This design comes from an exercise in tuning for small area on the open sky130 flow, not from production work.
In this exercise RTL edits were held to simulation tests only and were not proved equivalent to the original.
The flow treats the clock pin as an ideal source, which a real chip does not have.
Power is estimated from default activity; no workload was simulated.

## oak
==> flow/design.v <==
`timescale 1ns / 1ps
module APB_top #(parameter
    size = 32,
    addr = 8
) (
    input                 clk_APB,
    input                 rst,
    input                 MIW,
    input                 MISEL,
    input  [size-1 : 0]   MIDATA,
    input  [addr-1 : 0]   MIADDR,
    output [size-1 : 0]   MODATA,
    output [size-1 : 0]   PRESCALAR
);
    reg ph_s, ph_a;
    reg [2:0] op;
    reg v1, v2, v3;
    reg [size-1:0] r0, r1, r2, r3, pwdat;
    wire hi = (MIADDR[addr-1:3] == 0);
    wire a0 = hi & (MIADDR[2:0] == 3'd0);
    wire we1 = ph_a & MIW & hi & (MIADDR[2:0] == 3'd1);
    wire we2 = ph_a & MIW & hi & (MIADDR[2:0] == 3'd2);
    wire we3 = ph_a & MIW & hi & (MIADDR[2:0] == 3'd3);
    wire rd_ok = !MIW & hi & (MIADDR[2:1] != 2'b11);
    wire [2:0] op_nxt = (rd_ok ? MIADDR[2:0] : {2'b11, MIW & a0}) ^ 3'b110;
    wire we0 = ph_a & (op == (3'd7 ^ 3'b110));
    always @(posedge clk_APB, negedge rst) begin
        if (!rst) begin
            ph_s <= 1'b0;
            ph_a <= 1'b0;
        end else begin
            ph_s <= MISEL & !ph_s;
            ph_a <= ph_s;
        end
    end
    always @(posedge clk_APB, negedge rst) begin
        if (!rst)
            op <= 3'd0;
        else if (ph_a)
            op <= op_nxt;
    end
    always @(posedge clk_APB, negedge rst) begin
        if (!rst) begin
            v1 <= 1'b0;
            v2 <= 1'b0;
            v3 <= 1'b0;
        end else begin
            v1 <= v1 | we1;
            v2 <= v2 | we2;
            v3 <= v3 | we3;
        end
    end
    always @(posedge clk_APB, negedge rst) begin
        if (!rst)
            r0 <= 'd0;
        else if (we0)
            r0 <= pwdat;
    end
    always @(posedge clk_APB) begin
        if (ph_a)
            pwdat <= MIDATA;
        if (we1)
            r1 <= MIDATA;
        if (we2)
            r2 <= MIDATA;
        if (we3)
            r3 <= MIDATA;
    end
    wire rd = ph_a & !MIW;
    wire s0 = rd & (op == (3'd0 ^ 3'b110));
    wire s1 = rd & (op == (3'd1 ^ 3'b110)) & v1;
    wire s2 = rd & (op == (3'd2 ^ 3'b110)) & v2;
    wire s3 = rd & (op == (3'd3 ^ 3'b110)) & v3;
    wire s4 = rd & (op == (3'd4 ^ 3'b110));
    wire s5 = rd & (op == (3'd5 ^ 3'b110));
    assign MODATA = ({size{s0}} & r0) | ({size{s1}} & r1) |
                    ({size{s2}} & r2) | ({size{s3}} & r3) |
                    ({size{s4}} & 32'hbababab4) | ({size{s5}} & 32'hcacacac5);
    assign PRESCALAR = r0;
endmodule
export LEC_CHECK = 0
export CAP_MARGIN = 20
export CORE_MARGIN = 2
export CORE_UTILIZATION = 60
export PLACE_DENSITY = 0.75
export SLEW_MARGIN = 20
create_clock -name core_clock -period 6.0 [get_ports {clk_APB}]
standard.sh (not shown) runs the stock make flow with config.mk's settings and CLKGATE_MAP_FILE= SYNTH_SCRIPT=/design/flow/synth_recipe.tcl, a recipe that flattens the netlist after the stock synthesis.
==> flow/flow/run.sh <==
#!/bin/bash
# The standard layout (standard.sh) with three changes that only affect cell choice:
#  * synthesis is the standard synthesis script, but ABC maps the combinational
#    logic with an area-oriented script (flow/area.abc) instead of abc_speed;
#    flip-flop mapping, flattening and renaming are unchanged;
#  * port buffers are buf_1 instead of the buffer buffer_ports picks by default;
#  * CTS uses clkbuf_4 and inserts no dummy loads; flow/post_cts.tcl then
#    upsizes the leaf buffers with the most flip-flops to clkbuf_8.
set -euo pipefail
W=$PWD
sed "s#source \$::env(SCRIPTS_DIR)/synth.tcl#source $W/my_synth.tcl#" synth_recipe.tcl > my_synth_recipe.tcl
grep -q "source $W/my_synth.tcl" my_synth_recipe.tcl
sed "s#log_cmd abc {\*}\$abc_args#log_cmd abc -script $W/flow/area.abc {*}[lrange \$abc_args 2 end]#" \
    "$FLOW_HOME/scripts/synth.tcl" > my_synth.tcl
grep -q "flow/area.abc" my_synth.tcl
sed "s#SYNTH_SCRIPT=[^ ]*synth_recipe.tcl#SYNTH_SCRIPT=$W/my_synth_recipe.tcl#" standard.sh > my_standard.sh
grep -q "my_synth_recipe.tcl" my_standard.sh
export BUFFER_PORTS_ARGS="-buffer_cell sky130_fd_sc_hd__buf_1"
export CTS_ARGS="-sink_clustering_enable -repair_clock_nets -dont_use_dummy_load -buf_list {sky130_fd_sc_hd__clkbuf_4}"
export POST_CTS_TCL=$W/flow/post_cts.tcl
export CLK_LEAF_UPSIZE_FANOUT=11
bash my_standard.sh > standard.log 2>&1
==> flow/flow/area.abc <==
&get -n
&st
&dch -f
&nf -R 1000
&st
&syn2
&dch -f
&nf -R 1000
&put
==> flow/flow/post_cts.tcl <==
# After CTS: a leaf clock buffer (clkbuf_4) that drives many flip-flops is
# upsized to clkbuf_8, so that the flip-flop clock pins keep a sharp slew;
# the rest of the tree stays clkbuf_4. Then placement is legalised again.
set thr $::env(CLK_LEAF_UPSIZE_FANOUT)
set block [ord::get_db_block]
set n 0
foreach inst [$block getInsts] {
  if { [[$inst getMaster] getName] ne "sky130_fd_sc_hd__clkbuf_4" } { continue }
  set net [[$inst findITerm X] getNet]
  if { $net eq "NULL" } { continue }
  set loads [expr { [llength [$net getITerms]] - 1 }]
  if { $loads >= $thr } {
    replace_cell [$inst getName] sky130_fd_sc_hd__clkbuf_8
    incr n
  }
}
puts "post_cts: upsized $n clock buffers to clkbuf_8"
detailed_placement
check_placement -verbose
oak ran to completion and came out clean on the timing, design-rule and antenna checks.
Setup changes, oak to pine
Settings: CAP_MARGIN changed from 20 to 0; SLEW_MARGIN changed from 20 to 0.
-- flow/flow/run.sh --
<<< oak, line 8
#    upsizes the leaf buffers with the most flip-flops to clkbuf_8.
>>> pine, line 8
#    sizes each leaf buffer for the slew at its flip-flops.
<<< oak, line 21
export CLK_LEAF_UPSIZE_FANOUT=11
>>> pine, line 21
==> flow/flow/post_cts.tcl <==
set target 0.110
if { [info exists ::env(CLK_SLEW_TARGET)] } { set target $::env(CLK_SLEW_TARGET) }
set sizes {sky130_fd_sc_hd__clkbuf_2 sky130_fd_sc_hd__clkbuf_4 sky130_fd_sc_hd__clkbuf_8 sky130_fd_sc_hd__clkbuf_16}

proc leaf_max_slew { inst } {
  set net [[$inst findITerm X] getNet]
  set m 0
  foreach it [$net getITerms] {
    if { [$it isOutputSignal] } { continue }
    set p [get_pins [[$it getInst] getName]/[[$it getMTerm] getName]]
    set s [get_property $p slew_max]
    if { $s > $m } { set m $s }
  }
  return $m
}

set block [ord::get_db_block]
set leaves {}
foreach inst [$block getInsts] {
  if { ![string match sky130_fd_sc_hd__clkbuf_* [[$inst getMaster] getName]] } { continue }
  set net [[$inst findITerm X] getNet]
  if { $net eq "NULL" } { continue }
  if { [$net getSigType] ne "CLOCK" } { continue }
  set leaf 1
  foreach it [$net getITerms] {
    if { [$it isOutputSignal] } { continue }
    if { [string match *clkbuf* [[[$it getInst] getMaster] getName]] } { set leaf 0 }
  }
  if { $leaf } { lappend leaves $inst }
}
estimate_parasitics -placement
foreach inst $leaves {
  foreach sz $sizes {
    replace_cell [$inst getName] $sz
    estimate_parasitics -placement
    if { [leaf_max_slew $inst] <= $target } { break }
  }
  puts "post_cts: [$inst getName] -> $sz, estimated slew [leaf_max_slew $inst]"
}
detailed_placement
check_placement -verbose
estimate_parasitics -placement
### Flow results
pine against oak; maximum clock frequency is down by a few percent. Vias: pine more than oak. Comparing oak with pine, the total global routing track utilization came out essentially unchanged. Compared to oak, pine has met2 layer wire length in the routed design about 0.43% higher. Summary of pine over oak: number of storage elements in the synthesis netlist barely changed, clock skew closely matched the old numbers, worst hold slack now smaller.
Here is what was changed in the inputs of birch compared with pine.
Settings: CORE_UTILIZATION changed from 60 to 40; PLACE_DENSITY changed from 0.75 to 0.6; CAP_MARGIN changed from 0 to 20; SLEW_MARGIN changed from 0 to 20.
-- flow/flow/run.sh --
<<< pine, line 8
#    sizes each leaf buffer for the slew at its flip-flops.
>>> birch, line 8
#    upsizes the leaf buffers with the most flip-flops to clkbuf_8.
<<< pine, line 21
>>> birch, line 21
export CLK_LEAF_UPSIZE_FANOUT=11
==> flow/flow/post_cts.tcl <==
# After CTS: a leaf clock buffer (clkbuf_4) that drives many flip-flops is
# upsized to clkbuf_8, so that the flip-flop clock pins keep a sharp slew;
# the rest of the tree stays clkbuf_4. Then placement is legalised again.
set thr $::env(CLK_LEAF_UPSIZE_FANOUT)
set block [ord::get_db_block]
set n 0
foreach inst [$block getInsts] {
  if { [[$inst getMaster] getName] ne "sky130_fd_sc_hd__clkbuf_4" } { continue }
  set net [[$inst findITerm X] getNet]
  if { $net eq "NULL" } { continue }
  set loads [expr { [llength [$net getITerms]] - 1 }]
  if { $loads >= $thr } {
    replace_cell [$inst getName] sky130_fd_sc_hd__clkbuf_8
    incr n
  }
}
puts "post_cts: upsized $n clock buffers to clkbuf_8"
detailed_placement
check_placement -verbose
Notes after the runs:
MODATA[26] as the capture point of the critical path was reported by pine, and MODATA[21] by birch.
Comparing pine and birch, the lower HPWL after detailed placement is on pine.
| final cell count | birch vs pine | 50 higher |
Comparing pine with birch, the switching share of total power came out essentially unchanged.
Looking at worst reg-to-reg setup slack across both flows, birch is the stronger of the two, with pine trailing.
The following lists how maple was set up differently from birch:
==> flow/flow/run.sh <==
#!/bin/bash
# Standard layout (bash standard.sh), with two changes that only affect cell choice:
#  * port buffers are buf_1 instead of the buffer buffer_ports picks by default;
#  * CTS uses small clock buffers and inserts no dummy loads.
set -euo pipefail
export BUFFER_PORTS_ARGS="-buffer_cell sky130_fd_sc_hd__buf_1"
export CTS_ARGS="-sink_clustering_enable -repair_clock_nets -dont_use_dummy_load -buf_list {sky130_fd_sc_hd__clkbuf_4 sky130_fd_sc_hd__clkbuf_8}"
bash standard.sh > standard.log 2>&1
removed: flow/flow/area.abc
removed: flow/flow/post_cts.tcl
Findings:
- Run comparison: birch startpoint of the most critical setup path ph_a; maple startpoint of the most critical setup path MIW
- The sequential power was comparable across birch and maple.
- Between maple and birch, it is maple whose number of nets at the end of the flow is higher, by 65.
- When maple is measured against birch, its global-route usage turns out 1.5 points higher.

separate check: timing with driven ports:
In the flow no input, the clock included, has a driving cell. The finished layouts below were timed again as built, in two steps. Step 1 (the two cells are an assumption about what drives the block):
set clk [get_ports {clk_APB}]
set_driving_cell -lib_cell sky130_fd_sc_hd__clkbuf_16 $clk
set_driving_cell -lib_cell sky130_fd_sc_hd__buf_2 [delete_from_list [all_inputs] $clk]
Step 2 times the ports against the registers' clock, not the clock port: input delays grow and output delays shrink by t, the midpoint of the rising clock arrivals with the driver on. a / b / c = ideal / step 1 / step 2; a / b = the first two.
run	shift t [ns]	setup slack, ns	hold slack, ns	clock arrival spread, ns
oak	0.459	1.516 / 1.482 / 1.815	0.392 / 0.392 / 0.392	0.033 / 0.032
pine	0.567	1.414 / 1.380 / 1.836	0.385 / 0.385 / 0.385	0.034 / 0.034
birch	0.459	1.612 / 1.578 / 1.943	0.413 / 0.413 / 0.413	0.032 / 0.033
maple	0.476	1.836 / 1.815 / 1.815	0.374 / 0.374 / 0.374	0.022 / 0.022
After both steps setup and hold are still met in every run listed. For maple, which loses most, drivers alone change the setup slack by -0.021 ns; drivers and shift together by -0.021 ns.
